What follows belongs to an exercise in optimizing a design on an open flow for small area; a production flow would make more cautious choices. Only simulation tests tie the RTL to the original design; equivalence was not proved. Power and IR drop assume default switching activity.

**design.v**
```verilog
module security
		#(
			parameter	MAIN_MEM_ADDR = 14,
			parameter	CACHE_ADDR = 7,
			parameter 	PREG_PROTECT_LOW = 384,
			parameter 	PREG_PROTECT_HIGH = 767
		)
		(
			input clock,
			input reset,
			input [MAIN_MEM_ADDR-1:0]	mainmem_address,
			input [CACHE_ADDR-1:0]		cache_address,
			input 						MemoryAccess,
			input 						cache_hit,
			input 						cache_miss,
			output	reg					IRQ,
			output	reg					VVV_STATE
		);
localparam	IDLE = 3'b000,
			FIRST_V = 3'b001,
			FIRST_A = 3'b010,			
			SECOND_V_VH = 3'b011,
			SECOND_V_AM = 3'b100,			
			SECOND_A_VM = 3'b101,
			SECOND_A_AH = 3'b110,
			ATTACK = 3'b111;
reg	 [2:0]	REG_STATES	[0:(2**CACHE_ADDR)-1];
reg	 [2:0]	next_state;
reg		VVV_STATE_Reached;
wire [2:0]	state;
wire		attack_space;
integer i;
always @(posedge clock, posedge reset)
begin
	if (reset)
		for(i=0;i<(2**CACHE_ADDR);i=i+1)
			REG_STATES[i] <= 0;
	else
		if (MemoryAccess) 
			REG_STATES[cache_address] <= next_state;
end 
assign state = REG_STATES[cache_address];
always @(posedge clock, posedge reset)
begin
	if (reset) begin
		IRQ 				<= 0;
		VVV_STATE			<= 0;
	end
	else
	begin
		IRQ					<= (next_state == ATTACK);
		VVV_STATE			<= VVV_STATE_Reached;
	end		
end 
assign attack_space = (mainmem_address < PREG_PROTECT_LOW) | (mainmem_address > PREG_PROTECT_HIGH);
always @*
begin
	VVV_STATE_Reached = 1'b0;
	case (state)
	IDLE: begin
			if (MemoryAccess) 
				if (attack_space)
					next_state = FIRST_A;
				else
					next_state = FIRST_V;
			else
				next_state = state;
	end
	FIRST_A: begin
				if (MemoryAccess) 
					if (attack_space)
						if (cache_hit)
							next_state = SECOND_A_AH;
						else
							next_state = IDLE;
					else
						if (cache_miss)
							next_state = SECOND_A_VM;
						else
							next_state = IDLE;
				else
					next_state = state;		
	end
	FIRST_V: begin
				if (MemoryAccess) 
					if (attack_space)
						if (cache_miss)
							next_state = SECOND_V_AM;
						else
							next_state = IDLE;
					else
						if (cache_hit)
							next_state = SECOND_V_VH;
						else
							next_state = IDLE;
				else
					next_state = state;			
	end
	SECOND_V_VH: begin
					if (MemoryAccess) 
						if (attack_space)
							if (cache_miss)
								next_state = ATTACK;
							else
								next_state = IDLE;
						else
							if (cache_hit) begin
								next_state = ATTACK;
								end
							else
								next_state = IDLE;
					else
						next_state = state;		
	end
	SECOND_V_AM:begin
					if (MemoryAccess) 
						if (attack_space)
							next_state = IDLE;
						else
							if (cache_miss)
								next_state = ATTACK;
							else
								next_state = IDLE;
					else
						next_state = state;		
	end
	SECOND_A_VM:begin
					if (MemoryAccess) 
						if (attack_space)
							if (cache_miss)
								next_state = ATTACK;
							else
								next_state = IDLE;
						else
							next_state = ATTACK;						
				else
					next_state = state;		
	end
	SECOND_A_AH:begin
					if (MemoryAccess) 
						if (attack_space)						
							next_state = IDLE;
					else
						if (cache_miss)
							next_state = ATTACK;
						else
							next_state = IDLE;
				else
					next_state = state;		
	end
	ATTACK: next_state = IDLE;	
	default: next_state = IDLE;
	endcase
end
endmodule
```
**run.sh**
```bash
#!/bin/bash
# synth_recipe.tcl (not shown) runs the flow's synth.tcl, then flattens the netlist and writes it again
# the make line also repeats each setting of config.mk as NAME=value (left out here)
make -C /OpenROAD-flow-scripts/flow DESIGN_CONFIG=/design/flow/config.mk WORK_HOME=/design/flow/orfs CLKGATE_MAP_FILE= SYNTH_SCRIPT=/design/flow/synth_recipe.tcl finish
```
**config.mk**
```make
export PLATFORM = sky130hd
export DESIGN_NAME = security
export DESIGN_NICKNAME = security
export VERILOG_FILES = /design/flow/design.v
export SDC_FILE = /design/flow/constraint.sdc
export NUM_CORES = 4
export LEC_CHECK = 0
export CAP_MARGIN = 20
export CORE_MARGIN = 2
export CORE_UTILIZATION = 40
export SLEW_MARGIN = 20
```
**constraint.sdc**
```tcl
create_clock -name core_clock -period 6.0 [get_ports {clock}]
set_input_delay 1.2000 -clock core_clock [delete_from_list [all_inputs] [get_ports {clock}]]
set_output_delay 1.2000 -clock core_clock [all_outputs]
set_load 0.01 [all_outputs]
```
==> flow_summary.toml, run 1 <==
[yosys]
synth_top_area_share = 0.4809
synth.distinct_cells = 79
ys_ff_latch = 385
syn_area_sq_um = 20030
ys.flop_type = "dfrtp_1"
yosysWarnings = 2
synth_edf_count = 0
ys_top_cells_by_area = "dfrtp_1 (48%), nand2_1 (6.8%), nor2_1 (5.9%)"
yosysMostFrequentCell = "dfrtp_1"
synth_top_area_cell = "dfrtp_1"
syn_inst = 2279
ys_seq_area_frac = 0.4809
ys_async_sr_fraction = 1.000
synth_common_cells = "dfrtp_1 (385), nand2_1 (364), nor2_1 (316)"
syn_area_per_cell_sq_um = 8.790

[cts]
post-cts-setup-buffers = 0
clkLatencyLatePin_ns = 0.58
h-tree-depth = 2
post_cts_resized = 0
cts_tree = "built"
cts_buffer_depth = 3
ctsRootBufferMaster = "clkbuf_16"
clkTransAtPathRegs_ns = 0.06
hold_buffers = 0
numCtsBuffers = 44
clock-sinks = 385

[final_layout]
stdcell_count = 2997
fin_area_sq_um = 23110
syn2layout_area_growth_pct = 15.35
fill_cells = 4791
drive_gt1_frac = 0.1313
nNetsFinal = 2318

[power]
p_leak_uw = 0.009469
p_per_area_nw_per_um2 = 304.1
vdd_drop_max_mv = 0.1891
total_power_uw = 7028

[global_route]
grt_max_degree = 149
grt-ovfl-total = 0
grt_pass1_wl_um = 126600
grt_use_total = 0.3260
grt_pass1_vias = 18510
antenna_found_initial = 4

[detailed_routing]
drt_wl_total_um = 85990
routedWlPerCell_um = 28.69
drc = 0
viasPerCell = 6.458
dr.pass1.iters = 9
vias = 19360
ant_nets = 0
initialDrtViolationCount = 2639

[sta]
clock.fmax_mhz = 185.9
finalHoldViolCount = 0
final_max_slew_viol_count = 0
setup_slack_ns = 0.6200
tightest_slew_ns = 1.225
min_period_ns = 5.380
rsz0062_at_grt = "no"
clock_skew_ns = 0.02017
period_share = 0.8967
fin_hold_ws_ns = 0.4732
relSlewSlack = 0.1804
setup_viol = 0

[placement]
portBuffers = 19
dp_slack_ns = 0.3137
place.gp.congestion = 0.9692
place_area_sq_um = 21710
hpwlAfterDp_um = 58420
placed_cells = 2917

[floorplan]
core_sq_um = 49760
rows = 82
io-pin-count = 28
dieArea_sq_um = 51890
initial_core_util = 0.4026
die_y_um = 227.8
die_w_um = 227.8

[worst_hold_path]
hp-class = "flop to flop"
min_from = "REG_STATES[36][1]"

[flow_run]
maxCapViolCount = 0

[run_status]
status = "finished clean"

[critical_path]
reg2reg_from = "REG_STATES[121][1]"
endpoint_kind = "flop"
cpMaxStageDelayCell = "nor3_1"
path_max_fanout = 58
critical_path_class = "primary input to flop"
slowest_delay_ns = 0.70
cp-startpoint = "cache_address[5]"
path_delay_family = "simple AND/OR/NAND/NOR gates"
crit_path_start_kind = "primary input"
worstPathRequired_ns = 6.48
cp_cell_sequence = "buf_2 -> buf_4 -> buf_4 -> mux2_2 -> a22oi_1 -> o32ai_1 -> nor4_1 -> nand4_1 -> nor3_1 -> a21oi_1 -> and2_1 -> nand4b_1 -> buf_12 -> buf_12 -> a31oi_1"
crit_buf_inv = 5
cp.arrival_ns = 5.86
## state kept, by name (all words and copies together) (netlist names)
register and cells:
IRQ 1, REG_STATES 384
## worst min-delay path: stages, from the launching register on
cell	delay [ns]
dfrtp_1	0.33
nand2_1	0.05
o31ai_1	0.06
## through the flow
step	TNS (ns)	utilization
5_1_grt	0	0.4643
3_5_place_dp	0	0.4363
2_1_floorplan	-144.74	-
4_1_cts	0	0.4642
6_report	0	0.4644
3_3_place_gp	0	0.4363
## report_power, final
part,internal (uW),total (uW),switching [uW]
Clock,1550,2670,1120
Sequential,2890,3090,198
Combinational,441,1270,831
## final timing paths
check                                endpoint  slack (ns)  cells past startpoint
setup / recovery            REG_STATES[54][0]        0.62                     15
hold / removal              REG_STATES[36][1]        0.47                      2
setup reg to reg            REG_STATES[54][0]        1.86                     12
hold reg to reg             REG_STATES[36][1]        0.47                      2
max in group asynchronous  REG_STATES[102][0]        4.02                      3
min in group asynchronous  REG_STATES[104][0]        1.16                      3
## cell type report
type / instances / area (sq um) / share of cell area
clock buffers: 72 / 1338 / 0.05788
flip-flops and latches: 385 / 9634 / 0.4169
inverters: 9 / 37.54 / 0.001624
clock inverters: 5 / 50.05 / 0.002166
multi-input cells: 1671 / 9498 / 0.4110
diodes: 2 / 5.005 / 0.0002166
repair buffers: 181 / 1704 / 0.07375
well taps: 672 / 840.8 / 0.03639
## cells in the final DEF (no fill, tap or decap), types with 14 or more instances in the layout
| cell | count |
|---|---|
| dfrtp_1 | 385 |
| nand2_1 | 364 |
| nor2_1 | 315 |
| o21ai_0 | 145 |
| buf_4 | 139 |
| a31oi_1 | 135 |
| o31ai_1 | 110 |
| nand3_1 | 104 |
| a22oi_1 | 62 |
| a21oi_1 | 54 |
| clkbuf_16 | 45 |
| mux2_2 | 35 |
| nand4_1 | 27 |
| buf_12 | 26 |
| o41ai_1 | 22 |
| nor3_1 | 18 |
| nor4_1 | 17 |
| clkbuf_1 | 16 |
| and3_1 | 15 |
| a32oi_1 | 15 |
| nor2b_1 | 14 |
## cell families after synthesis
| family | synth area share |
|---|---|
| mux | 0.02480 |
| xor+xnor | 0.0004373 |
| other cells | 0.0001872 |
| compound gates | 0.2137 |
| simple gates | 0.2265 |
| buf+inv | 0.05346 |
| flops | 0.4809 |
## per-layer routing
layer / up-vias / wire length (um) / GRT usage
li1: 8358 / - / -
met1: 9427 / 33950 / 0.4364
met2: 1247 / 36380 / 0.4778
met3: 319 / 10110 / 0.09038
met4: 4 / 5527 / 0.1782
met5: - / 26 / 0
==> run 2, diff against run 1 <==
==> design.v (replaced) <==
module security
		#(
			parameter	MAIN_MEM_ADDR = 14,
			parameter	CACHE_ADDR = 7,
			parameter 	PREG_PROTECT_LOW = 384,
			parameter 	PREG_PROTECT_HIGH = 767
		)
		(
			input clock,
			input reset,
			input [MAIN_MEM_ADDR-1:0]	mainmem_address,
			input [CACHE_ADDR-1:0]		cache_address,
			input 						MemoryAccess,
			input 						cache_hit,
			input 						cache_miss,
			output	reg					IRQ,
			output	wire				VVV_STATE
		);
localparam	NLINES = 2**CACHE_ADDR;
localparam	IDLE      = 3'b000,
			FIRST_A   = 3'b001,
			FIRST_V   = 3'b010,
			SECOND_VVH = 3'b011,
			SECOND_XAM = 3'b100,	 
			SECOND_AVM = 3'b101,
			ATTACK    = 3'b111;
assign VVV_STATE = 1'b0;
wire attack_space = (mainmem_address < PREG_PROTECT_LOW) | (mainmem_address > PREG_PROTECT_HIGH);
localparam	HI = CACHE_ADDR - CACHE_ADDR/2;
localparam	LO = CACHE_ADDR/2;
wire [(2**HI)-1:0] rsel;
wire [(2**LO)-1:0] csel;
wire [NLINES-1:0]  sel;
genvar gi, gj;
generate
	for (gi = 0; gi < 2**HI; gi = gi + 1) begin : g_row
		assign rsel[gi] = (MemoryAccess & (cache_address[CACHE_ADDR-1:LO] == gi)) | reset;
	end
	for (gj = 0; gj < 2**LO; gj = gj + 1) begin : g_col
		assign csel[gj] = (cache_address[LO-1:0] == gj) | reset;
	end
	for (gi = 0; gi < 2**HI; gi = gi + 1) begin : g_sr
		for (gj = 0; gj < 2**LO; gj = gj + 1) begin : g_sc
			assign sel[gi*(2**LO)+gj] = rsel[gi] & csel[gj];
		end
	end
endgenerate
reg [3*NLINES-1:0] REG_STATES;
reg [2:0] state;
reg [2:0] next_state;
wire [2:0] d = reset ? IDLE : next_state;
integer i;
always @* begin
	state = 3'b000;
	for (i = 0; i < NLINES; i = i + 1)
		state = state | (REG_STATES[3*i +: 3] & {3{sel[i]}});
end
generate
	for (gi = 0; gi < NLINES; gi = gi + 1) begin : g_line
		always @(posedge clock)
			if (sel[gi])
				REG_STATES[3*gi +: 3] <= d;
	end
endgenerate
always @* begin
	case (state)
	IDLE:       next_state = attack_space ? FIRST_A : FIRST_V;
	FIRST_A:    next_state = attack_space ? (cache_hit  ? SECOND_XAM : IDLE)
	                                      : (cache_miss ? SECOND_AVM : IDLE);
	FIRST_V:    next_state = attack_space ? (cache_miss ? SECOND_XAM : IDLE)
	                                      : (cache_hit  ? SECOND_VVH : IDLE);
	SECOND_VVH: next_state = (attack_space ? cache_miss : cache_hit) ? ATTACK : IDLE;
	SECOND_XAM: next_state = (!attack_space & cache_miss) ? ATTACK : IDLE;
	SECOND_AVM: next_state = (!attack_space | cache_miss) ? ATTACK : IDLE;
	default:    next_state = IDLE;
	endcase
end
always @(posedge clock, posedge reset)
	if (reset)
		IRQ <= 1'b0;
	else
		IRQ <= (next_state == ATTACK);
endmodule
==> run 2 against run 1 <==
- still clean
- critical path depth stayed put
- non-clock buffer count shrank 13
- power down 13%
- worst hold slack better by 0.47 ns
- critical path type unchanged
==> flow_summary.toml, run 2 <==
[run_status]
status = "finished clean"

[yosys]
syn_inst = 1134
ys_seq_area_frac = 0.7186
syn_area_sq_um = 16080
synth_edf_count = 384
ys_ff_latch = 385
yosysWarnings = 1
ys_async_sr_fraction = 0.002597
synth_common_cells = "edfxtp_1 (384), nor2_1 (142), nand3_1 (87)"
synth.distinct_cells = 80
yosysMostFrequentCell = "edfxtp_1"
synth_top_area_share = 0.7170
ys.flop_type = "edfxtp_1"
ys_top_cells_by_area = "edfxtp_1 (72%), nor2_1 (3.3%), nand3_1 (2.7%)"
syn_area_per_cell_sq_um = 14.18
synth_top_area_cell = "edfxtp_1"

[sta]
min_period_ns = 5.237
finalHoldViolCount = 0
period_share = 0.8728
setup_tns_ns = 0
setup_viol = 0
clock.fmax_mhz = 190.9
relSlewSlack = 0.2146
rsz0062_at_grt = "no"
tightest_slew_ns = 1.178
final_max_slew_viol_count = 0
clock_skew_ns = 0.02434

[floorplan]
dieArea_sq_um = 41820
core_sq_um = 39730
initial_core_util = 0.4048
io-pin-count = 28
die_w_um = 204.5
die_y_um = 204.5
rows = 73

[cts]
cts_tree = "built"
post_cts_resized = 0
clock-sinks = 385
post-cts-setup-buffers = 0
h-tree-depth = 2
cts_buffer_depth = 3
hold_buffers = 0
numCtsBuffers = 41
clkTransAtPathRegs_ns = 0.06
clkLatencyLatePin_ns = 0.57
ctsRootBufferMaster = "clkbuf_16"

[final_layout]
fill_cells = 3420
antenna_cells = 0
largestRegisters = "REG_STATES x384, IRQ x1"
drive_gt1_frac = 0.1871
final_cell_mix = "edfxtp_1 (384), nor2_1 (140), buf_4 (126), nand3_1 (87), o21ai_0 (59)"
mostFrequentLayoutCell = "edfxtp_1"
stdcell_count = 1829
nNetsFinal = 1303
largest_reg_flops = 384
regMostFlops = "REG_STATES"
syn2layout_area_growth_pct = 19.93

[critical_path]
path_max_fanout = 33
crit_path_start_kind = "primary input"
endpoint_kind = "flop"
rrSetupSlack_ns = 2.29
worstPathRequired_ns = 6.40
cp.arrival_ns = 5.63
critical_path_class = "primary input to flop"
reg2reg_depth = 13

[power]
p_per_area_nw_per_um2 = 318.4
p_leak_uw = 0.006677
vdd_drop_max_mv = 0.1707

[detailed_routing]
ant_nets = 0
dr.pass1.iters = 6
viasPerCell = 6.500
drt_wl_total_um = 61350
initialDrtViolationCount = 1951
routedWlPerCell_um = 33.54
drc = 0
vias = 11890

[global_route]
antenna_found_initial = 2
grt_use_total = 0.2962
grt-ovfl-total = 0
grt_max_degree = 64
grt_pass1_wl_um = 85590
grt_pass1_vias = 11070

[placement]
hpwlAfterDp_um = 43380
placed_cells = 1759
place.gp.congestion = 0.9758
portBuffers = 19

[flow_run]
maxCapViolCount = 0

[worst_hold_path]
hp-class = "primary input to async pin"
run 2: cell count changes after synthesis, moves of 14 or more:
cell      change
o31ai_1     -106
a31oi_1     -130
buf_4        -18
edfxtp_1    +384
nand3_1      -17
dfrtp_1     -384
o41ai_1      -19
clkbuf_1     -73
nor2_1      -174
o21ai_0      -83
buf_2        -49
mux2_2       -32
nand2_1     -350
a21oi_1      -14
run 2: per-layer routing:
metal  vias to the layer above  GRT usage  part of all wire
met2                       934     0.4304              0.43
met3                       164    0.06825              0.12
met1                      5946     0.4235              0.40
li1                       4840          -                 -
met5                         -          0           0.00047
met4                         4     0.1343             0.051
run 2: through the flow:
step	power [uW]	utilization	area, sq um	hold WS, ns	worst slack, ns
floorplan	3426	-	16130	0.9269	0.02613
global placement	3764	0.4545	18060	1.114	0.3604
detailed placement	3770	0.4545	18060	1.129	0.3626
CTS	6132	0.4854	19290	0.9117	0.9265
global route	6278	0.4854	19290	0.9908	0.6620
finish	6141	0.4854	19290	0.9478	0.7630
run 2: final timing paths:
kind                              endpoint        startpoint
max                         REG_STATES[65]  cache_address[0]
min                                    IRQ             reset
max reg2reg                REG_STATES[276]   REG_STATES[120]
min reg2reg                            IRQ   REG_STATES[284]
max in group asynchronous              IRQ             reset
min in group core_clock                IRQ   REG_STATES[284]
run 2: layout make-up:
| type | count | area (sq um) | area share |
|---|---|---|---|
| Timing Repair Buffer | 168 | 1587 | 0.08226 |
| Clock inverter | 16 | 130.1 | 0.006747 |
| Sequential cell | 385 | 11560 | 0.5992 |
| Clock buffer | 54 | 1096 | 0.05683 |
| Inverter | 5 | 18.77 | 0.0009731 |
| Tap cell | 525 | 656.9 | 0.03406 |
| Multi-Input combinational cell | 676 | 4242 | 0.2199 |
run 2: worst max-delay path: stages:
cell and delay [ns]:
buf_2 0.43, buf_4 0.32, nand3b_1 0.21, nand2_1 0.49
nand3_1 0.43, nand4_1 0.22, nor4_1 0.56, nand4_1 0.25
nor4_4 0.31, buf_4 0.22, nor2b_1 0.18, a32oi_1 0.11
o32ai_4 0.26, buf_12 0.20, buf_12 0.19
run 2: cell families after synthesis:
| logic type | synth area share |
|---|---|
| buffers and inverters | 0.02101 |
| and+or+nand+nor | 0.1123 |
| DFF | 0.7186 |
| AOI/OAI and AO/OA | 0.1332 |
| adders and majority gates | 0.0006224 |
| other | 0.0002332 |
| xor gates and xnor gates | 0.0005447 |
| muxes | 0.01346 |
run 2: power breakdown:
| part | switching [uW] | total, uW | internal, uW |
|---|---|---|---|
| clock | 1030 | 2400 | 1360 |
| sequential | 41.2 | 3100 | 3060 |
| combinational | 450 | 644 | 194 |
| total | 1520 | 6140 | 4620 |
==> run 3, diff against run 2 <==
--- a/design.v
+++ b/design.v
@@ -29,30 +29,45 @@
 localparam	HI = CACHE_ADDR - CACHE_ADDR/2;
 localparam	LO = CACHE_ADDR/2;
-wire [(2**HI)-1:0] rsel;
-wire [(2**LO)-1:0] csel;
+localparam	NAOI = (NLINES + 2) / 3;
+wire [(2**HI)-1:0] rsel_n;
+wire [(2**LO)-1:0] csel_n;
 wire [NLINES-1:0]  sel;
-genvar gi, gj;
+wire [3*NLINES-1:0] REG_STATES_w;
+wire [3*NAOI-1:0]  rd_n;
+genvar gi, gj, gb;
 generate
 	for (gi = 0; gi < 2**HI; gi = gi + 1) begin : g_row
-		assign rsel[gi] = (MemoryAccess & (cache_address[CACHE_ADDR-1:LO] == gi)) | reset;
+		assign rsel_n[gi] = ~((MemoryAccess & (cache_address[CACHE_ADDR-1:LO] == gi)) | reset);
 	end
 	for (gj = 0; gj < 2**LO; gj = gj + 1) begin : g_col
-		assign csel[gj] = (cache_address[LO-1:0] == gj) | reset;
+		assign csel_n[gj] = ~((cache_address[LO-1:0] == gj) | reset);
 	end
 	for (gi = 0; gi < 2**HI; gi = gi + 1) begin : g_sr
 		for (gj = 0; gj < 2**LO; gj = gj + 1) begin : g_sc
-			assign sel[gi*(2**LO)+gj] = rsel[gi] & csel[gj];
+			security_nor2 u_sel (.a(rsel_n[gi]), .b(csel_n[gj]), .y(sel[gi*(2**LO)+gj]));
+		end
+	end
+	for (gb = 0; gb < 3; gb = gb + 1) begin : g_rb
+		for (gi = 0; gi < NAOI; gi = gi + 1) begin : g_ra
+			security_aoi222 u_rd (
+				.a1(sel[3*gi]),
+				.a2(REG_STATES_w[3*(3*gi)+gb]),
+				.b1((3*gi+1 < NLINES) ? sel[(3*gi+1) % NLINES] : 1'b0),
+				.b2((3*gi+1 < NLINES) ? REG_STATES_w[3*((3*gi+1) % NLINES)+gb] : 1'b0),
+				.c1((3*gi+2 < NLINES) ? sel[(3*gi+2) % NLINES] : 1'b0),
+				.c2((3*gi+2 < NLINES) ? REG_STATES_w[3*((3*gi+2) % NLINES)+gb] : 1'b0),
+				.y(rd_n[gb*NAOI+gi]));
 		end
 	end
 endgenerate
 reg [3*NLINES-1:0] REG_STATES;
+assign REG_STATES_w = REG_STATES;
 reg [2:0] state;
 reg [2:0] next_state;
 wire [2:0] d = reset ? IDLE : next_state;
-integer i;
 always @* begin
-	state = 3'b000;
-	for (i = 0; i < NLINES; i = i + 1)
-		state = state | (REG_STATES[3*i +: 3] & {3{sel[i]}});
+	state[0] = ~&rd_n[0*NAOI +: NAOI];
+	state[1] = ~&rd_n[1*NAOI +: NAOI];
+	state[2] = ~&rd_n[2*NAOI +: NAOI];
 end
 generate
@@ -82,2 +97,8 @@
 		IRQ <= (next_state == ATTACK);
 endmodule
+module security_nor2 (input a, input b, output y);
+assign y = ~(a | b);
+endmodule
+module security_aoi222 (input a1, input a2, input b1, input b2, input c1, input c2, output y);
+assign y = ~((a1 & a2) | (b1 & b2) | (c1 & c2));
+endmodule
--- a/config.mk
+++ b/config.mk
@@ -10,2 +10,4 @@
 export CORE_UTILIZATION = 40
 export SLEW_MARGIN = 20
+export SYNTH_HIERARCHICAL = 1
+export SYNTH_MINIMUM_KEEP_SIZE = 0
==> run 3 against run 2 <==
- non-clock buffer count shrank 110
- count of clock-buffer cells in the layout fell by 6
- final area is 14% lower
- sequential cell count stayed put
- clock power about the same
- sequential power barely moved
- sequential share of layout area grew 10 points
- largest power group unchanged
==> flow_summary.toml, run 3 <==
[run_status]
status = "finished clean"

[global_route]
grt_use_total = 0.1641
antenna_found_initial = 0
grt_pass1_wl_um = 46120
grt_max_degree = 89
grt_pass1_vias = 7783
grt-ovfl-total = 0

[final_layout]
drive_gt1_frac = 0.1229
mostFrequentLayoutCell = "edfxtp_1"
antenna_cells = 0
syn2layout_area_growth_pct = 17.03
nNetsFinal = 893
largest_reg_flops = 384
largestRegisters = "REG_STATES x384, IRQ x1"
final_cell_mix = "edfxtp_1 (384), nor2_1 (135), a222oi_1 (129), clkbuf_16 (40), buf_4 (34)"
regMostFlops = "REG_STATES"

[power]
p_per_area_nw_per_um2 = 351.2
p_leak_uw = 0.005449
vdd_drop_max_mv = 0.2174
total_power_uw = 5796

[yosys]
syn_area_per_cell_sq_um = 18.34
yosysWarnings = 7
ys_top_cells_by_area = "edfxtp_1 (82%), a222oi_1 (9.2%), nor2_1 (3.6%)"
synth_edf_count = 384
ys_async_sr_fraction = 0.002597
yosysMostFrequentCell = "edfxtp_1"
ys.flop_type = "edfxtp_1"
synth_common_cells = "edfxtp_1 (384), nor2_1 (136), a222oi_1 (129)"
synth_top_area_cell = "edfxtp_1"
syn_inst = 769
ys_ff_latch = 385
ys_seq_area_frac = 0.8194
synth.distinct_cells = 37
synth_top_area_share = 0.8177
syn_area_sq_um = 14100

[cts]
clock-sinks = 385
clkLatencyLatePin_ns = 0.53
numCtsBuffers = 40
post-cts-setup-buffers = 0
post_cts_resized = 0
cts_tree = "built"
clkTransAtPathRegs_ns = 0.06
hold_buffers = 0
cts_buffer_depth = 3
h-tree-depth = 2
ctsRootBufferMaster = "clkbuf_16"

[critical_path]
cp_cell_sequence = "clkdlybuf4s50_1 -> inv_1 -> a31oi_2 -> buf_4 -> nor2_1 -> a222oi_1 -> nand4_1 -> nor4_1 -> nand3_1 -> and3_1 -> o211ai_1 -> o311ai_4 -> buf_12"
cp.arrival_ns = 5.47
path_delay_family = "simple AND/OR/NAND/NOR gates"
slowest_delay_ns = 0.70
endpoint_kind = "flop"
crit_path_start_kind = "primary input"
crit_buf_inv = 4
worstPathRequired_ns = 6.22
critical_path_class = "primary input to flop"
cpMaxStageDelayCell = "nor4_1"
rrSetupSlack_ns = 2.59
path_max_fanout = 65

[sta]
fin_hold_ws_ns = 0.9160
relSlewSlack = 0.5051
setup_viol = 0
rsz0062_at_grt = "no"
tightest_slew_ns = 0.7356
clock.fmax_mhz = 190.7
finalHoldViolCount = 0
final_max_slew_viol_count = 0
setup_tns_ns = 0
min_period_ns = 5.243
setup_slack_ns = 0.7570
period_share = 0.8738
clock_skew_ns = 0.02200

[flow_run]
maxCapViolCount = 0

[placement]
place.gp.congestion = 0.7760
portBuffers = 19
hpwlAfterDp_um = 18200
dp_slack_ns = 0.3166

[detailed_routing]
dr.pass1.iters = 7
vias = 7996
drc = 0
ant_nets = 0
viasPerCell = 5.923
routedWlPerCell_um = 22.26
drt_wl_total_um = 30060
initialDrtViolationCount = 1117

[floorplan]
initial_core_util = 0.4072
dieArea_sq_um = 36770
rows = 68
io-pin-count = 28
core_sq_um = 34630
die_w_um = 191.8
die_y_um = 191.8

[worst_hold_path]
hp-class = "flop to flop"
-- run 3: cell types whose count changed after synthesis, moves of 18 or more --
cell	change
buf_2	-20
o21ai_0	-59
a21oi_1	-24
a32oi_1	-18
clkbuf_1	-33
a22oi_1	-56
a222oi_1	+122
nand3_1	-83
-- run 3: cell type report --
| type | count | area [sq um] |
|---|---|---|
| multi-input cells | 378 | 2566 |
| fillers | 2829 | 18120 |
| clock inverters | 22 | 220.2 |
| repair buffers | 58 | 545.5 |
| well taps | 455 | 569.3 |
| clock buffers | 48 | 1031 |
| inverters | 4 | 15.01 |
| flip-flops and latches | 385 | 11560 |
-- run 3: power by group --
part,switching (uW),internal [uW],leakage [uW]
combinational,230,105,0.00106
clock,974,1400,0.000615
sequential,29.3,3060,0.00378
total,1230,4560,0.00545
-- run 3: worst register-to-register path: stages, from the launching register on --
cell and delay [ns]:
edfxtp_1 0.37, a222oi_1 0.41, nand4_1 0.20, nor4_1 0.70, nand3_1 0.43, and3_1 0.30, o211ai_1 0.24, o311ai_4 0.18
buf_12 0.23
-- run 3: final timing paths --
path	cells past startpoint	endpoint	start
max in group asynchronous	2	IRQ	reset
min reg2reg	6	IRQ	REG_STATES[212]
max reg2reg	8	REG_STATES[53]	REG_STATES[369]
max	13	REG_STATES[53]	cache_address[1]
min	6	IRQ	REG_STATES[212]
min in group asynchronous	2	IRQ	reset
-- run 3: layer usage --
layer	global-route usage	vias up	part of all wire	routed length [um]
li1	-	3598	-	-
met1	0.2398	4092	0.46	13800
met2	0.2533	264	0.46	13720
met3	0.03344	42	0.068	2052
met4	0.03994	0	0.016	484
met5	0	-	0	0
-- run 3: stage by stage --
stage	cells	area, sq um	util
3_5_place_dp	1280	15250	0.4405
5_1_grt	1350	16500	0.4766
2_1_floorplan	775	14170	-
3_3_place_gp	1280	15250	0.4405
6_report	1350	16500	0.4766
4_1_cts	1350	16500	0.4766
-- run 3: cells by family after synthesis --
family / count (synthesis) / share of synthesized area
other cells: 1 / 0.0002659
compound gates: 168 / 0.1090
fa+ha+maj: 1 / 0.0007985
mux: 1 / 0.0007985
buf+inv: 12 / 0.004081
simple gates: 201 / 0.06566
flops: 385 / 0.8194
-- run 3: Yosys stat by module, one instance, submodules excluded --
module	area, sq um	cells inside	times used	flops+latches
security_nor2	3.754	1	128	0
security_aoi222	10.01	1	129	0
security	12330	512	1	385
==> run 4, diff against run 3 <==
--- a/config.mk
+++ b/config.mk
@@ -9,4 +9,8 @@
 export CORE_MARGIN = 2
 export CORE_UTILIZATION = 40
+export CTS_BUF_LIST = sky130_fd_sc_hd__clkbuf_8
+export CTS_CLUSTER_DIAMETER = 60
+export CTS_CLUSTER_SIZE = 12
+export GPL_TIMING_DRIVEN = 0
 export SLEW_MARGIN = 20
 export SYNTH_HIERARCHICAL = 1
==> run 4 against run 3 <==
- still clean on timing, DRC and antenna
- sequential share of layout area is 2.0 points higher
- routed wire length up 1.3%
- synthesized cell count stayed put
- sequential cell count is the same
- clock power is 39% lower
- fmax shrank 8.3%
- highest routed layer unchanged
==> flow_summary.toml, run 4 <==
[yosys]
ys_async_sr_fraction = 0.002597
syn_area_per_cell_sq_um = 18.34
ys_ff_latch = 385
syn_area_sq_um = 14100
ys.flop_type = "edfxtp_1"
synth_edf_count = 384
ys_seq_area_frac = 0.8194
syn_inst = 769
ys_top_cells_by_area = "edfxtp_1 (82%), a222oi_1 (9.2%), nor2_1 (3.6%)"
synth.distinct_cells = 37
yosysWarnings = 7
synth_common_cells = "edfxtp_1 (384), nor2_1 (136), a222oi_1 (129)"
synth_top_area_cell = "edfxtp_1"
synth_top_area_share = 0.8177
yosysMostFrequentCell = "edfxtp_1"

[final_layout]
mostFrequentLayoutCell = "edfxtp_1"
fin_area_sq_um = 16050
register_area_sq_um = 11560
largest_reg_flops = 384
syn2layout_area_growth_pct = 13.78
fin_util = 0.4634
largestRegisters = "REG_STATES x384, IRQ x1"
nNetsFinal = 889
fill_cells = 2881
regMostFlops = "REG_STATES"
multi_input_area_sq_um = 2721
final_cell_mix = "edfxtp_1 (384), nor2_1 (135), a222oi_1 (129), clkbuf_8 (39), nand4_1 (32)"
drive_gt1_frac = 0.1280

[detailed_routing]
viasPerCell = 5.998
ant_nets = 0
drt_wl_total_um = 30430
dr.pass1.iters = 5
vias = 7935
routedWlPerCell_um = 23.00
initialDrtViolationCount = 1017
drc = 0

[run_status]
status = "finished clean"

[cts]
h-tree-depth = 2
clkLatencyLatePin_ns = 0.57
cts_buffer_depth = 3
clock-sinks = 385
clkTransAtPathRegs_ns = 0.08
ctsRootBufferMaster = "clkbuf_8"
cts_tree = "built"
numCtsBuffers = 38

[sta]
min_period_ns = 5.719
finalHoldViolCount = 0
final_max_slew_viol_count = 0
period_share = 0.9531
tightest_slew_ns = 0.8135
setup_viol = 0
relSlewSlack = 0.4568
clock_skew_ns = 0.02782
setup_tns_ns = 0
clock.fmax_mhz = 174.9
fin_hold_ws_ns = 0.9088

[power]
p_per_area_nw_per_um2 = 304.2
total_power_uw = 4880
vdd_drop_max_mv = 0.1437
p_leak_uw = 0.005183

[placement]
place_area_sq_um = 15160
place.gp.congestion = 0.7309
portBuffers = 16
hpwlAfterDp_um = 18420

[floorplan]
dieArea_sq_um = 36770
rows = 68
die_y_um = 191.8
initial_core_util = 0.4072
die_w_um = 191.8
core_sq_um = 34630
io-pin-count = 28

[global_route]
grt_pass1_vias = 7693
grt-ovfl-total = 0
grt_pass1_wl_um = 46240
antenna_found_initial = 1
grt_max_degree = 68
grt_use_total = 0.1643

[critical_path]
rrSetupSlack_ns = 2.25
endpoint_kind = "flop"
worstPathRequired_ns = 6.30
critical_path_class = "primary input to flop"
crit_path_start_kind = "primary input"
cp.arrival_ns = 6.02
path_max_fanout = 21

[flow_run]
maxCapViolCount = 0

[worst_hold_path]
hp-class = "flop to flop"
run 4: cell counts after synthesis:
Identical to the previous run, type by type.
run 4: metal layers:
metal  up-vias  global-route usage  wire [um]
met5         -                   0          0
met4         0             0.04586        559
met3        47             0.03362       1878
met2       244              0.2523      14360
met1      4080              0.2387      13640
li1       3564                   -          -
run 4: layout make-up:
class,instances,share of cell area
Timing Repair Buffer,47,0.03423
Sequential cell,385,0.7202
Tap cell,455,0.03548
Multi-Input combinational cell,379,0.1696
Inverter,4,0.0009357
Clock buffer,39,0.03345
Antenna cell,1,0.0001560
Buffer,8,0.002651
Clock inverter,5,0.003275
run 4: kinds of logic (layout without fill, tap and decap cells):
| kind of cell | Yosys count | in the layout | synth area share |
|---|---|---|---|
| flops | 385 | 385 | 0.8194 |
| simple gates | 201 | 201 | 0.06566 |
| compound gates | 168 | 169 | 0.1090 |
| buf+inv | 12 | 103 | 0.004081 |
| fa+ha+maj | 1 | 1 | 0.0007985 |
| other cells | 1 | 8 | 0.0002659 |
| mux | 1 | 1 | 0.0007985 |
run 4: Yosys stat by module (local to each module, per instance):
module	area (sq um)	times used	flops+latches
security_aoi222	10.01	129	0
security	12330	1	385
security_nor2	3.754	128	0
run 4: through the flow:
step / cells / setup slack [ns]
2_1_floorplan: 775 / 0.01931
5_1_grt: 1322 / -0.02574
3_5_place_dp: 1260 / -1.033
6_report: 1323 / 0.2813
4_1_cts: 1308 / 0.01457
3_3_place_gp: 1246 / -3.556
run 4: final timing paths:
kind / startpoint / endpoint / depth (start not counted)
max in group asynchronous: reset / IRQ / 2
min in group asynchronous: reset / IRQ / 2
min reg2reg: REG_STATES[230] / IRQ / 6
max: cache_address[1] / REG_STATES[26] / 14
max reg2reg: REG_STATES[342] / REG_STATES[26] / 10
min: REG_STATES[230] / IRQ / 6
run 4: power breakdown:
group | internal [uW] | switching, uW | total, uW
Clock | 630 | 820 | 1450
Sequential | 3050 | 27.7 | 3080
Combinational | 106 | 242 | 348
Total | 3790 | 1090 | 4880
run 4: critical path, cell delays in order:
cell             delay (ns)
clkdlybuf4s50_1        0.66
inv_1                  0.35
o31a_4                 0.41
nor2_1                 0.21
a222oi_1               0.48
nand4_1                0.24
nor4_2                 0.50
nand3_1                0.36
and3_1                 0.28
o211ai_1               0.39
o311ai_4               0.32
buf_8                  0.25
buf_6                  0.17
buf_8                  0.16
run 4: repair_timing:
item                                    in CTS  in global routing
buffers inserted                             4                 13
gates resized for setup                      5                 17
pin swaps                                    2                  5
gates cloned                                 0                  1
hold buffers                                 0                  0
endpoints found under the setup margin     288                254
==> run 5, diff against run 4 <==
--- a/config.mk
+++ b/config.mk
@@ -8,8 +8,8 @@
 export CAP_MARGIN = 20
 export CORE_MARGIN = 2
-export CORE_UTILIZATION = 40
+export CORE_UTILIZATION = 55
 export CTS_BUF_LIST = sky130_fd_sc_hd__clkbuf_8
-export CTS_CLUSTER_DIAMETER = 60
-export CTS_CLUSTER_SIZE = 12
+export CTS_CLUSTER_DIAMETER = 50
+export CTS_CLUSTER_SIZE = 16
 export GPL_TIMING_DRIVEN = 0
 export SLEW_MARGIN = 20
==> run 5 against run 4 <==
- count of clock-buffer cells in the layout decreased by 2
- sequential cell count unchanged
- final area decreased by 1.2%
==> flow_summary.toml, run 5 <==
[floorplan]
core_sq_um = 25180
dieArea_sq_um = 26940
initial_core_util = 0.5600
die_w_um = 164.1
rows = 58
die_y_um = 164.1
io-pin-count = 28

[global_route]
grt_pass1_wl_um = 45950
grt_pass1_vias = 7783
antenna_found_initial = 2
grt_use_total = 0.2301
grt_max_degree = 70
grt-ovfl-total = 0

[critical_path]
worstPathRequired_ns = 6.39
endpoint_kind = "flop"
reg2reg_depth = 11
path_max_fanout = 21
reg2reg_from = "REG_STATES[81]"
crit_path_start_kind = "primary input"
cp.arrival_ns = 6.10
critical_path_class = "primary input to flop"
rrSetupSlack_ns = 2.24
rr_endpoint = "REG_STATES[70]"

[placement]
place_area_sq_um = 15070
portBuffers = 16
place.gp.congestion = 0.7728
hpwlAfterDp_um = 19120

[sta]
tightest_slew_ns = 0.9336
setup_tns_ns = 0
min_period_ns = 5.704
clock_skew_ns = 0.02840
clock.fmax_mhz = 175.3
rsz0062_at_grt = "no"
relSlewSlack = 0.3747
setup_viol = 0
finalHoldViolCount = 0
period_share = 0.9506
final_max_slew_viol_count = 0

[detailed_routing]
drt_wl_total_um = 30670
initialDrtViolationCount = 1262
vias = 7970
viasPerCell = 6.658
routedWlPerCell_um = 25.62
ant_nets = 0
dr.pass1.iters = 8
drc = 0

[final_layout]
regMostFlops = "REG_STATES"
fin_area_sq_um = 15850
nNetsFinal = 874
largest_reg_flops = 384
final_cell_mix = "edfxtp_1 (384), nor2_1 (135), a222oi_1 (129), clkbuf_8 (37), nand4_1 (32)"
syn2layout_area_growth_pct = 12.42
mostFrequentLayoutCell = "edfxtp_1"
fin_util = 0.6296
drive_gt1_frac = 0.1166
largestRegisters = "REG_STATES x384, IRQ x1"

[cts]
hold_buffers = 0
cts_buffer_depth = 3
h-tree-depth = 2
clkLatencyLatePin_ns = 0.55
cts_tree = "built"
numCtsBuffers = 34
clkTransAtPathRegs_ns = 0.09
clock-sinks = 385
ctsRootBufferMaster = "clkbuf_8"

[worst_hold_path]
hp-class = "primary input to async pin"

[yosys]
synth_edf_count = 384
syn_area_sq_um = 14100
ys_seq_area_frac = 0.8194
ys.flop_type = "edfxtp_1"
synth_top_area_cell = "edfxtp_1"
synth.distinct_cells = 37
ys_async_sr_fraction = 0.002597
syn_inst = 769
ys_ff_latch = 385
ys_top_cells_by_area = "edfxtp_1 (82%), a222oi_1 (9.2%), nor2_1 (3.6%)"
synth_common_cells = "edfxtp_1 (384), nor2_1 (136), a222oi_1 (129)"
synth_top_area_share = 0.8177
yosysMostFrequentCell = "edfxtp_1"
syn_area_per_cell_sq_um = 18.34
yosysWarnings = 7

[run_status]
status = "finished clean"

[power]
intPower_uw = 3828
clkPwrFrac = 0.308
p_per_area_nw_per_um2 = 312.0
vdd_drop_max_mv = 0.2471
p_sw_frac = 0.2260
seq_power_share = 0.624
switching_power_uw = 1118
p_leak_uw = 0.005174
p_comb_frac = 0.068

[flow_run]
maxCapViolCount = 0
-- run 5: cell counts after synthesis --
No cell type changed its count.
-- run 5: power groups by stage --
stage / sequential (uW) / combinational, uW / clock, uW
6_report: 3090 / 338 / 1520
5_1_grt: 3090 / 363 / 1660
4_1_cts: 3090 / 332 / 1560
3_5_place_dp: 3150 / 327 / 0
3_3_place_gp: 3140 / 301 / 0
2_1_floorplan: 3130 / 207 / 0
-- run 5: Yosys stat by module, one instance, submodules excluded --
module,area (sq um),flops+latches,copies in the design,cells inside
security,12330,385,1,512
security_aoi222,10.01,0,129,1
security_nor2,3.754,0,128,1
-- run 5: area by class of cell --
cell class | instances | area (sq um)
flip-flops and latches | 385 | 11560
well taps | 330 | 412.9
clock buffers | 37 | 509.2
diodes | 1 | 2.502
repair buffers | 37 | 484.2
inverters | 4 | 15.01
clock inverters | 17 | 162.7
multi-input cells | 378 | 2669
plain buffers | 8 | 42.54
fillers | 1749 | 9328
-- run 5: timing repair --
item	in CTS	in global routing
pin swaps	1	1
resized for setup	2	12
endpoints found under the setup margin	171	50
setup buffers	4	0
-- run 5: routing by layer --
metal	track usage	wire length (um)	vias to the layer above
li1	-	-	3552
met1	0.3299	13140	4050
met2	0.3634	14620	311
met3	0.04242	2057	55
met4	0.07177	843	2
met5	0	10	-
-- run 5: how the worst max path moves through the flow --
stage                          start              end  slack (ns)  depth (start not counted)
floorplan                      reset  REG_STATES[101]        0.02                         11
global placement    cache_address[1]   REG_STATES[54]       -3.68                         10
detailed placement  cache_address[2]   REG_STATES[70]       -0.92                         15
CTS                 cache_address[2]   REG_STATES[70]         0.1                         15
global route        cache_address[1]   REG_STATES[70]        0.02                         17
finish              cache_address[2]   REG_STATES[70]        0.30                         16
-- run 5: logic make-up (layout without fill, tap and decap cells) --
| family | count (synthesis) | in the layout | synth area share |
|---|---|---|---|
| AO/OA/AOI/OAI | 168 | 168 | 0.1090 |
| adder cells (fa/ha/maj) | 1 | 1 | 0.0007985 |
| buffers and inverters | 12 | 103 | 0.004081 |
| flip-flops | 385 | 385 | 0.8194 |
| multiplexers | 1 | 1 | 0.0007985 |
| other | 1 | 8 | 0.0002659 |
| AND/OR/NAND/NOR | 201 | 201 | 0.06566 |
-- run 5: stage by stage --
stage	setup slack, ns	instances	hold WS [ns]	power, uW
CTS	0.09920	1196	0.7959	4973
floorplan	0.01931	775	0.7729	3339
finish	0.2965	1197	0.8330	4946
global route	0.02402	1196	0.8646	5116
global placement	-3.676	1121	0.8835	3443
detailed placement	-0.9194	1138	0.9064	3473
-- run 5: worst max-delay path, stage by stage --
cell and delay (ns):
clkdlybuf4s50_1 0.66, inv_1 0.23, a31oi_4 0.37, buf_16 0.22
nor2_1 0.14, a222oi_1 0.46, nand4_1 0.25, nor4_1 0.53
nand3_1 0.37, a21oi_1 0.25, a21oi_1 0.09, nor3_4 0.45
buf_8 0.26, buf_8 0.20, buf_8 0.19, buf_8 0.18
==> run 6, diff against run 5 <==
==> flow/run.sh (new file) <==
#!/bin/bash
# Own layout flow: the standard flow (standard.sh, standard synthesis unchanged) with
# - input/output port buffers of the smallest buffer cell (resized later by repair_design),
# - clock tree from clkbuf_8 cells without dummy loads,
# - power (area) recovery on paths with positive slack after global routing.
set -euo pipefail
export BUFFER_PORTS_ARGS="-buffer_cell sky130_fd_sc_hd__buf_1"
export CTS_ARGS="-sink_clustering_enable -repair_clock_nets -buf_list sky130_fd_sc_hd__clkbuf_8 -sink_clustering_size 16 -sink_clustering_max_diameter 50 -dont_use_dummy_load"
export RECOVER_POWER=100
bash standard.sh > standard_flow.log 2>&1
==> standard.sh (new file) <==
#!/bin/bash
# synth_recipe.tcl (not shown) runs the flow's synth.tcl, then flattens the netlist and writes it again
# the make line also repeats each setting of config.mk as NAME=value (left out here)
make -C /OpenROAD-flow-scripts/flow DESIGN_CONFIG=/design/flow/config.mk WORK_HOME=/design/flow/orfs CLKGATE_MAP_FILE= SYNTH_SCRIPT=/design/flow/synth_recipe.tcl "${@:-finish}"
removed: run.sh
==> run 6 against run 5 <==
- utilization is 1.7 points lower
- clock skew up 0.014 ns
- power down 5.3%
- non-clock buffer count decreased by 1
- final area shrank 2.7%
- count of clock-buffer cells in the layout shrank 2
==> flow_summary.toml, run 6 <==
[placement]
portBuffers = 16
place.gp.congestion = 0.7566
placed_cells = 1138
hpwlAfterDp_um = 18800

[critical_path]
critical_path_class = "primary input to flop"
rrSetupSlack_ns = 2.34
slowest_delay_ns = 0.77
crit_path_start_kind = "primary input"
endpoint_kind = "flop"
cpMaxStageDelayCell = "a21oi_1"
path_max_fanout = 20
worstPathRequired_ns = 6.36
cp.arrival_ns = 5.91
cp_cell_sequence = "clkbuf_1 -> clkbuf_1 -> a21oi_1 -> nor2_1 -> a222oi_1 -> nand4_1 -> nor4_1 -> and3_1 -> clkbuf_1 -> o21ai_0 -> o21a_1 -> nor3_4 -> buf_8 -> buf_8 -> buf_8 -> buf_6 -> buf_8"
path_delay_family = "buffers and inverters"
crit_path_frequent_cell = "buf_8"
crit_buf_inv = 8

[sta]
setup_viol = 0
clock_skew_ns = 0.04273
finalHoldViolCount = 0
setup_tns_ns = 0
tightest_slew_ns = 0.9623
clock.fmax_mhz = 180.0
final_max_slew_viol_count = 0
rsz0062_at_grt = "no"
min_period_ns = 5.556
period_share = 0.9260
relSlewSlack = 0.3555

[cts]
cts_tree = "built"
h-tree-depth = 2
cts_buffer_depth = 3
clock-sinks = 385
numCtsBuffers = 35
clkLatencyLatePin_ns = 0.54
ctsRootBufferMaster = "clkbuf_8"
clkTransAtPathRegs_ns = 0.07

[yosys]
synth_top_area_share = 0.8177
syn_area_sq_um = 14100
syn_inst = 769
ys.flop_type = "edfxtp_1"
synth_edf_count = 384
synth.distinct_cells = 37
ys_top_cells_by_area = "edfxtp_1 (82%), a222oi_1 (9.2%), nor2_1 (3.6%)"
ys_ff_latch = 385
yosysWarnings = 7
synth_common_cells = "edfxtp_1 (384), nor2_1 (136), a222oi_1 (129)"
syn_area_per_cell_sq_um = 18.34
synth_top_area_cell = "edfxtp_1"
ys_async_sr_fraction = 0.002597
ys_seq_area_frac = 0.8194
yosysMostFrequentCell = "edfxtp_1"

[flow_run]
maxCapViolCount = 0

[global_route]
grt-ovfl-total = 0
antenna_found_initial = 1
grt_pass1_wl_um = 45430
grt_pass1_vias = 7955
grt_max_degree = 73
grt_use_total = 0.2243

[run_status]
status = "finished clean"

[final_layout]
mostFrequentLayoutCell = "edfxtp_1"
largestRegisters = "REG_STATES x384, IRQ x1"
final_cell_mix = "edfxtp_1 (384), nor2_1 (135), a222oi_1 (129), clkbuf_8 (35), nand4_1 (32)"
largest_reg_flops = 384
antenna_cells = 0
nNetsFinal = 874
drive_gt1_frac = 0.08629
regMostFlops = "REG_STATES"
syn2layout_area_growth_pct = 9.378
stdcell_count = 1176

[power]
total_power_uw = 4685
p_leak_uw = 0.004978
vdd_drop_max_mv = 0.1799
p_per_area_nw_per_um2 = 303.7

[floorplan]
dieArea_sq_um = 26940
rows = 58
initial_core_util = 0.5600
die_y_um = 164.1
core_sq_um = 25180
die_w_um = 164.1
io-pin-count = 28

[detailed_routing]
drc = 0
routedWlPerCell_um = 25.27
vias = 7955
drt_wl_total_um = 29720
dr.pass1.iters = 8
initialDrtViolationCount = 1029
ant_nets = 0
viasPerCell = 6.764

[worst_hold_path]
hp-class = "primary input to async pin"
==> run 6: cell count changes in the layout (fill, tap and decap cells not counted), moves of 4 or more <==
cell	before	now
buf_1	0	16
clkdlybuf4s50_1	16	0
a21oi_1	9	16
a21oi_2	8	1
clkinv_2	4	0
==> run 6: path summary, 6_finish.rpt <==
kind | startpoint | to | depth (start not counted)
worst min-delay path | reset | IRQ | 2
worst max-delay path | reset | REG_STATES[31] | 17
worst max register to register | REG_STATES[369] | REG_STATES[128] | 10
max in group asynchronous | reset | IRQ | 2
worst min register to register | REG_STATES[230] | IRQ | 6
min in group core_clock | REG_STATES[230] | IRQ | 6
==> run 6: layer usage <==
layer,vias to the layer above,wire [um],global-route usage
met5,-,0,0
met4,0,774,0.07297
met3,58,1842,0.03990
met2,274,14270,0.3595
met1,4102,12830,0.3164
li1,3521,-,-
==> run 6: logic make-up (layout without fill, tap and decap cells) <==
kind of cell	Yosys count	after routing	synth area share
buffers and inverters	12	83	0.004081
DFF	385	385	0.8194
muxes	1	1	0.0007985
other	1	7	0.0002659
adders and majority gates	1	1	0.0007985
AOI/OAI and AO/OA	168	168	0.1090
and+or+nand+nor	201	201	0.06566
==> run 6: layout make-up <==
class,instances,area [sq um]
flip-flops and latches,385,11560
multi-input cells,378,2599
plain buffers,8,41.29
inverters,4,15.01
well taps,330,412.9
fillers,1829,9757
clock buffers,35,481.7
repair buffers,36,319.1
==> run 6: metrics by stage <==
| step | cell area, sq um | hold WS (ns) | utilization | setup slack [ns] |
|---|---|---|---|---|
| 2_1_floorplan | 14170 | 0.7729 | - | 0.01931 |
| 4_1_cts | 15440 | 0.8174 | 0.6133 | 0.003368 |
| 6_report | 15420 | 0.8315 | 0.6125 | 0.4437 |
| 3_5_place_dp | 14950 | 0.9061 | 0.5938 | -0.7342 |
| 5_1_grt | 15420 | 0.8567 | 0.6125 | 0.07208 |
| 3_3_place_gp | 14640 | 0.8944 | 0.5814 | -3.598 |
==> run 6: worst reg2reg max path, cell delays in order, from the launching register on <==
cell	delay [ns]
edfxtp_1	0.36
a222oi_1	0.42
nand4_1	0.23
nor4_1	0.58
nand3_1	0.38
and3_1	0.28
o211ai_1	0.27
o311ai_4	0.20
buf_6	0.21
buf_8	0.16
clkbuf_4	0.24
==> run 6: per-module statistics from Yosys (local to each module, per instance) <==
module	cells inside	times used
security_aoi222	1	129
security_nor2	1	128
security	512	1
==> run 6: report_power, final <==
group          switching (uW)  total [uW]  internal [uW]
sequential               29.5        3080           3060
clock                     755        1280            524
combinational             234         322           87.9
==> run 6: repair_timing <==
item,in CTS,in global routing
hold buffers,0,0
setup endpoints to repair,45,79
resized for setup,2,8
pin swaps,0,1
setup buffers,0,3
==> run 7, diff against run 6 <==
--- a/design.v
+++ b/design.v
@@ -29,4 +29,5 @@
 localparam	HI = CACHE_ADDR - CACHE_ADDR/2;
 localparam	LO = CACHE_ADDR/2;
+localparam	NAOI3 = NLINES / 3;
 localparam	NAOI = (NLINES + 2) / 3;
 wire [(2**HI)-1:0] rsel_n;
@@ -49,13 +50,19 @@
 	end
 	for (gb = 0; gb < 3; gb = gb + 1) begin : g_rb
-		for (gi = 0; gi < NAOI; gi = gi + 1) begin : g_ra
+		for (gi = 0; gi < NAOI3; gi = gi + 1) begin : g_ra
 			security_aoi222 u_rd (
-				.a1(sel[3*gi]),
-				.a2(REG_STATES_w[3*(3*gi)+gb]),
-				.b1((3*gi+1 < NLINES) ? sel[(3*gi+1) % NLINES] : 1'b0),
-				.b2((3*gi+1 < NLINES) ? REG_STATES_w[3*((3*gi+1) % NLINES)+gb] : 1'b0),
-				.c1((3*gi+2 < NLINES) ? sel[(3*gi+2) % NLINES] : 1'b0),
-				.c2((3*gi+2 < NLINES) ? REG_STATES_w[3*((3*gi+2) % NLINES)+gb] : 1'b0),
+				.a1(sel[3*gi]),   .a2(REG_STATES_w[3*(3*gi)+gb]),
+				.b1(sel[3*gi+1]), .b2(REG_STATES_w[3*(3*gi+1)+gb]),
+				.c1(sel[3*gi+2]), .c2(REG_STATES_w[3*(3*gi+2)+gb]),
 				.y(rd_n[gb*NAOI+gi]));
+		end
+		if (NLINES % 3 == 2) begin : g_r2
+			security_aoi22 u_rd (
+				.a1(sel[NLINES-2]), .a2(REG_STATES_w[3*(NLINES-2)+gb]),
+				.b1(sel[NLINES-1]), .b2(REG_STATES_w[3*(NLINES-1)+gb]),
+				.y(rd_n[gb*NAOI+NAOI3]));
+		end
+		if (NLINES % 3 == 1) begin : g_r1
+			assign rd_n[gb*NAOI+NAOI3] = ~(sel[NLINES-1] & REG_STATES_w[3*(NLINES-1)+gb]);
 		end
 	end
@@ -100,4 +107,7 @@
 assign y = ~(a | b);
 endmodule
+module security_aoi22 (input a1, input a2, input b1, input b2, output y);
+assign y = ~((a1 & a2) | (b1 & b2));
+endmodule
 module security_aoi222 (input a1, input a2, input b1, input b2, input c1, input c2, output y);
 assign y = ~((a1 & a2) | (b1 & b2) | (c1 & c2));
==> flow/run.sh (replaced) <==
#!/bin/bash
# Own layout flow: the standard flow (standard.sh, standard synthesis unchanged) with
# - input/output port buffers of the smallest buffer cell (resized later by repair_design),
# - clock tree from clkbuf_4 and clkbuf_8 cells without dummy loads,
# - power (area) recovery on paths with positive slack after global routing.
set -euo pipefail
export BUFFER_PORTS_ARGS="-buffer_cell sky130_fd_sc_hd__buf_1"
export CTS_ARGS="-sink_clustering_enable -repair_clock_nets -buf_list {sky130_fd_sc_hd__clkbuf_4 sky130_fd_sc_hd__clkbuf_8} -sink_clustering_size 8 -sink_clustering_max_diameter 40 -dont_use_dummy_load"
export RECOVER_POWER=100
bash standard.sh > standard_flow.log 2>&1
--- a/config.mk
+++ b/config.mk
@@ -6,5 +6,5 @@
 export NUM_CORES = 4
 export LEC_CHECK = 0
-export CAP_MARGIN = 20
+export CAP_MARGIN = 10
 export CORE_MARGIN = 2
 export CORE_UTILIZATION = 55
@@ -13,5 +13,5 @@
 export CTS_CLUSTER_SIZE = 16
 export GPL_TIMING_DRIVEN = 0
-export SLEW_MARGIN = 20
+export SLEW_MARGIN = 10
 export SYNTH_HIERARCHICAL = 1
 export SYNTH_MINIMUM_KEEP_SIZE = 0
==> run 7 against run 6 <==
- worst hold slack improved by 0.018 ns
- setup slack got worse by 0.20 ns
- cell count increased by 1.0%
- register-to-register slack got worse by 0.05 ns
- critical path depth decreased by 6
- first-iteration DRC count increased by 20%
- largest cell class unchanged
- highest routed layer unchanged
==> flow_summary.toml, run 7 <==
[placement]
place_area_sq_um = 14880
hpwlAfterDp_um = 18630
placed_cells = 1128
dp_slack_ns = -0.4777
portBuffers = 16
place.gp.congestion = 0.7688

[yosys]
ys_seq_area_frac = 0.8190
synth_edf_count = 384
syn_area_per_cell_sq_um = 18.35
synth.distinct_cells = 38
synth_common_cells = "edfxtp_1 (384), nor2_1 (136), a222oi_1 (126)"
synth_top_area_share = 0.8172
ys_ff_latch = 385
ys_top_cells_by_area = "edfxtp_1 (82%), a222oi_1 (8.9%), nor2_1 (3.6%)"
ys_async_sr_fraction = 0.002597
yosysWarnings = 7
syn_area_sq_um = 14110
syn_inst = 769
ys.flop_type = "edfxtp_1"
yosysMostFrequentCell = "edfxtp_1"
synth_top_area_cell = "edfxtp_1"

[cts]
numCtsBuffers = 55
clock-sinks = 385
cts_tree = "built"
post-cts-setup-buffers = 0
cts_buffer_depth = 3
ctsRootBufferMaster = "clkbuf_8"
post_cts_resized = 0
h-tree-depth = 2
clkTransAtPathRegs_ns = 0.05
hold_buffers = 0
clkLatencyLatePin_ns = 0.58

[floorplan]
io-pin-count = 28
rows = 58
initial_core_util = 0.5603
die_w_um = 164.2
dieArea_sq_um = 26950
core_sq_um = 25180
die_y_um = 164.2

[sta]
setup_viol = 0
final_max_slew_viol_count = 0
min_period_ns = 5.757
fin_hold_ws_ns = 0.8495
relSlewSlack = 0.2719
setup_slack_ns = 0.2427
period_share = 0.9596
setup_tns_ns = 0
clock.fmax_mhz = 173.7
tightest_slew_ns = 1.087
clock_skew_ns = 0.03244
finalHoldViolCount = 0
rsz0062_at_grt = "no"

[final_layout]
final_cell_mix = "edfxtp_1 (384), nor2_1 (135), a222oi_1 (126), clkbuf_8 (55), nand4_1 (32)"
fill_cells = 1789
mostFrequentLayoutCell = "edfxtp_1"
largestRegisters = "REG_STATES x384, IRQ x1"
nNetsFinal = 881
fin_area_sq_um = 15600
regMostFlops = "REG_STATES"
stdcell_count = 1188
drive_gt1_frac = 0.1067
syn2layout_area_growth_pct = 10.58
largest_reg_flops = 384

[global_route]
antenna_found_initial = 5
grt_pass1_vias = 8006
grt_use_total = 0.2317
grt_pass1_wl_um = 46490
grt_max_degree = 67
grt-ovfl-total = 0

[detailed_routing]
ant_nets = 0
viasPerCell = 6.721
dr.pass1.iters = 6
drt_wl_total_um = 30460
vias = 7985
initialDrtViolationCount = 1231
drc = 0
routedWlPerCell_um = 25.64

[run_status]
status = "finished clean"

[critical_path]
cp.arrival_ns = 6.11
crit_path_start_kind = "primary input"
path_max_fanout = 66
worstPathRequired_ns = 6.35
critical_path_class = "primary input to flop"
endpoint_kind = "flop"

[power]
vdd_drop_max_mv = 0.1886
p_leak_uw = 0.005063
p_per_area_nw_per_um2 = 323.9

[worst_hold_path]
hp-class = "primary input to async pin"

[flow_run]
maxCapViolCount = 0
run 7: cell types whose count changed in the layout (fill, tap and decap cells not counted), moves of 3 or more:
cell / previous run / this run
conb_1: 7 / 1
clkbuf_1: 8 / 5
diode_2: 0 / 5
a222oi_1: 129 / 126
clkbuf_8: 35 / 55
a22oi_2: 0 / 3
run 7: worst max-delay path, stage by stage:
cell and delay, ns:
clkbuf_1 0.26, clkbuf_1 0.37, a31oi_1 0.77, nor2_1 0.29, a222oi_1 0.56, nand4_1 0.22, nor4_1 0.61, nand3_1 0.40
o21ai_0 0.34, a32o_4 0.71, buf_16 0.32
run 7: cell families after synthesis:
| kind of cell | Yosys count | share of synthesized area |
|---|---|---|
| multiplexers | 1 | 0.0007980 |
| adder cells (fa/ha/maj) | 1 | 0.0007980 |
| other | 1 | 0.0002658 |
| AND/OR/NAND/NOR | 201 | 0.06562 |
| AO/OA/AOI/OAI | 168 | 0.1094 |
| buffers and inverters | 12 | 0.004079 |
| flip-flops | 385 | 0.8190 |
run 7: cell type report:
type	count	area (sq um)	share of cell area
sequential	385	11560	0.7407
multi-input combinational	372	2590	0.1660
antenna	5	12.51	0.0008019
inverter	4	15.01	0.0009623
buffer	8	42.54	0.002727
timing repair buffer	29	216.5	0.01387
clock buffer	55	757.0	0.04852
tap	330	412.9	0.02646
run 7: worst paths after layout:
check,end,slack [ns],from,cells past startpoint
setup / recovery,REG_STATES[87],0.24,reset,11
hold / removal,IRQ,0.85,reset,2
setup reg to reg,REG_STATES[87],2.29,REG_STATES[333],7
hold reg to reg,IRQ,1.00,REG_STATES[212],6
max in group asynchronous,IRQ,4.93,reset,2
min in group core_clock,IRQ,1.00,REG_STATES[212],6
run 7: metal layers:
metal | vias to the layer above | part of all wire | wire, um | global-route usage
li1 | 3547 | - | - | -
met1 | 4085 | 0.44 | 13350 | 0.3357
met2 | 304 | 0.48 | 14510 | 0.3636
met3 | 49 | 0.067 | 2053 | 0.04646
met4 | 0 | 0.018 | 533 | 0.06419
met5 | - | 0 | 0 | 0
run 7: modules after synthesis (local to each module, per instance):
module,flip-flops and latches,cell area (sq um)
security,385,12330
security_aoi22,0,12.51
security_aoi222,0,10.01
security_nor2,0,3.754
run 7: power by group:
part           total, uW  internal [uW]  switching, uW
combinational        314           83.3            231
sequential          3090           3060           30.0
clock               1650            806            843
run 7: stage by stage:
stage	power (uW)	utilization
after floorplan	3340	-
after global placement	3437	0.5808
after detailed placement	3458	0.5909
after CTS	5096	0.6210
after global routing	5237	0.6191
final	5054	0.6196
==> run 8, diff against run 7 <==
==> flow/run.sh (replaced) <==
#!/bin/bash
# Own layout flow: the standard flow (standard.sh, standard synthesis unchanged) with
# - input/output port buffers of the smallest buffer cell (resized later by repair_design),
# - clock tree from clkbuf_16 cells without dummy loads,
# - power (area) recovery on paths with positive slack after global routing.
set -euo pipefail
export BUFFER_PORTS_ARGS="-buffer_cell sky130_fd_sc_hd__buf_1"
export CTS_ARGS="-sink_clustering_enable -repair_clock_nets -buf_list sky130_fd_sc_hd__clkbuf_16 -sink_clustering_size 30 -sink_clustering_max_diameter 80 -dont_use_dummy_load"
export RECOVER_POWER=100
bash standard.sh > standard_flow.log 2>&1
==> run 8 against run 7 <==
- still clean
- cell count is 3.2% lower
- register-to-register slack better by 0.03 ns
- area after synthesis stayed put
- final area is 2.2% lower
- die area stayed put
- sequential power hardly changed
- utilization is 1.4 points lower
- first-iteration DRC count is 3.4% lower
- largest cell class unchanged
==> flow_summary.toml, run 8 <==
[yosys]
ys_async_sr_fraction = 0.002597
synth.area.mux_share = 0.0007981
yosysWarnings = 7
syn_inst = 769
ys_seq_area_frac = 0.8190
syn_area_per_cell_sq_um = 18.35
synth_compound_area_frac = 0.1094
yosys.area_share.simple = 0.06562
ys_top_cells_by_area = "edfxtp_1 (82%), a222oi_1 (8.9%), nor2_1 (3.6%)"
ys_ff_latch = 385
ys.flop_type = "edfxtp_1"
synth_top_area_cell = "edfxtp_1"
synth_fa_ha_area_frac = 0.0007981
synth_xor_area_frac = 0

[final_layout]
stdcell_count = 1150
largest_reg_flops = 384
syn2layout_area_growth_pct = 8.114
regMostFlops = "REG_STATES"
drive_gt1_frac = 0.06503
fin_util = 0.6058
final_cell_mix = "edfxtp_1 (384), nor2_1 (135), a222oi_1 (126), nand4_1 (32)"
nNetsFinal = 843

[critical_path]
crit_buf_inv = 4
path_delay_family = "compound AO/OA/AOI/OAI gates"
path_max_fanout = 24
worstPathRequired_ns = 6.22
cp.arrival_ns = 5.97
endpoint_kind = "flop"
crit_path_start_kind = "primary input"
critical_path_class = "primary input to flop"

[cts]
numCtsBuffers = 17
post-cts-setup-buffers = 0
clkLatencyLatePin_ns = 0.51
clock-sinks = 385
cts_buffer_depth = 3
ctsRootBufferMaster = "clkbuf_16"
h-tree-depth = 1

[placement]
hpwlAfterDp_um = 18630
portBuffers = 16
placed_cells = 1128

[sta]
setup_viol = 0
relSlewSlack = 0.3070
clock_skew_ns = 0.05969
finalHoldViolCount = 0
clock.fmax_mhz = 173.7
min_period_ns = 5.757
final_max_slew_viol_count = 0
tightest_slew_ns = 1.035

[run_status]
status = "finished clean"

[power]
p_per_area_nw_per_um2 = 303.5
vdd_drop_max_mv = 0.2590

[global_route]
antenna_found_initial = 5
grt_use_total = 0.2230
grt_pass1_wl_um = 45070
grt-ovfl-total = 0
grt_pass1_vias = 7609
grt_max_degree = 67

[detailed_routing]
dr.pass1.iters = 5
vias = 7738
routedWlPerCell_um = 25.67
drt_wl_total_um = 29520
viasPerCell = 6.729
ant_nets = 0

[floorplan]
initial_core_util = 0.5603
core_sq_um = 25180
rows = 58
io-pin-count = 28
dieArea_sq_um = 26950
die_w_um = 164.2

[flow_run]
maxCapViolCount = 0
==> run 8: changes by cell type in the layout (fill, tap and decap cells not counted) <==
cell | previous run | this run
nand3_1 | 5 | 4
buf_2 | 1 | 0
clkbuf_16 | 0 | 17
buf_8 | 6 | 4
nand3_2 | 0 | 1
clkbuf_1 | 5 | 6
clkbuf_8 | 55 | 0
clkbuf_2 | 4 | 6
==> run 8: worst register-to-register path: stages (launching register included) <==
cell and delay [ns]:
edfxtp_1 0.38, a222oi_1 0.41, nand4_1 0.24, nor4_1 0.56, and3_1 0.25, clkbuf_1 0.31, o21a_1 0.18, a21oi_1 0.10
nor3_4 0.27, clkbuf_2 0.49, buf_6 0.29
==> run 8: path summary, 6_finish.rpt <==
path | end | cells past startpoint | start | slack [ns]
setup / recovery | REG_STATES[329] | 13 | reset | 0.24
hold / removal | IRQ | 2 | reset | 0.89
hold reg to reg | IRQ | 6 | REG_STATES[203] | 0.91
max in group asynchronous | IRQ | 2 | reset | 4.88
min in group core_clock | IRQ | 6 | REG_STATES[203] | 0.91
setup reg to reg | REG_STATES[100] | 10 | REG_STATES[19] | 2.32
==> run 8: layout make-up <==
class                      instances  area [sq um]
buffer                             8         41.29
antenna                            5         12.51
fill                            1820          9927
tap                              330         412.9
sequential                       385         11560
inverter                           4         15.01
clock buffer                      17         425.4
multi-input combinational        372          2595
timing repair buffer              29         196.4
==> run 8: per-layer routing <==
metal | GRT usage | routed length [um]
met5 | 0 | 0
met4 | 0.04067 | 398
met3 | 0.03662 | 2080
met2 | 0.3593 | 14110
met1 | 0.3296 | 12930
==> run 8: cell families after synthesis <==
logic type | Yosys count
simple gates | 201
mux | 1
fa+ha+maj | 1
compound gates | 168
flops | 385
buf+inv | 12
other cells | 1
==> run 8: timing repair <==
| item | in CTS | in global routing |
|---|---|---|
| hold buffers | 0 | 0 |
| setup endpoints to repair | 0 | 111 |
| gates resized for setup | 0 | 4 |
==> run 8: report_power, final <==
group / internal, uW / total, uW / switching, uW
sequential: 3050 / 3080 / 29.8
combinational: 83.3 / 312 / 229
clock: 512 / 1230 / 722
total: 3650 / 4630 / 980
==> run 8: per-stage QoR <==
| stage | worst slack (ns) | TNS [ns] | power [uW] | hold WS [ns] | instance area (sq um) |
|---|---|---|---|---|---|
| 5_1_grt | 0.001492 | 0 | 4796 | 0.9010 | 15240 |
| 3_3_place_gp | -3.544 | -1289.32 | 3437 | 0.8836 | 14630 |
| 3_5_place_dp | -0.4777 | -89.36 | 3458 | 0.8789 | 14880 |
| 4_1_cts | 0.04173 | 0 | 4661 | 0.8860 | 15310 |
| 2_1_floorplan | 0.01931 | 0 | 3340 | 0.7729 | 14150 |
| 6_report | 0.2431 | 0 | 4630 | 0.8919 | 15250 |
==> run 8: per-module statistics from Yosys, one instance, submodules excluded <==
module | cells inside | copies in the design | cell area [sq um] | flip-flops and latches
security_aoi22 | 1 | 3 | 12.51 | 0
security | 512 | 1 | 12330 | 385
security_aoi222 | 1 | 126 | 10.01 | 0
security_nor2 | 1 | 128 | 3.754 | 0

[afterwards: timing with drivers on the ports]
No port has a modelled driver above. Below, the same layouts with a new extraction and two added sets of constraints.
Step 1 sets driving cells, clkbuf_16 on the clock port and buf_2 on the other inputs (assumed; they add their load-dependent delay and slew).
Step 2 also shifts input and output timing later by t, the mid clock arrival at the registers, as if the neighbouring blocks saw the same clock.
a / b / c = ideal / step 1 / step 2; a / b = the first two.
| run | shift t [ns] | setup WS [ns] |
|---|---|---|
| run 1 | 0.633 | 0.620 / 0.645 / 0.012 |
| run 2 | 0.613 | 0.763 / 0.795 / 0.182 |
| run 3 | 0.570 | 0.757 / 0.782 / 0.212 |
| run 4 | 0.597 | 0.281 / 0.302 / -0.295 |
| run 5 | 0.583 | 0.296 / 0.311 / -0.272 |
| run 6 | 0.562 | 0.444 / 0.469 / -0.093 |
| run 7 | 0.609 | 0.243 / 0.234 / -0.375 |
| run 8 | 0.531 | 0.243 / 0.238 / -0.293 |
With both steps, setup timing fails in 5 of these runs, where it was met with ideal ports.
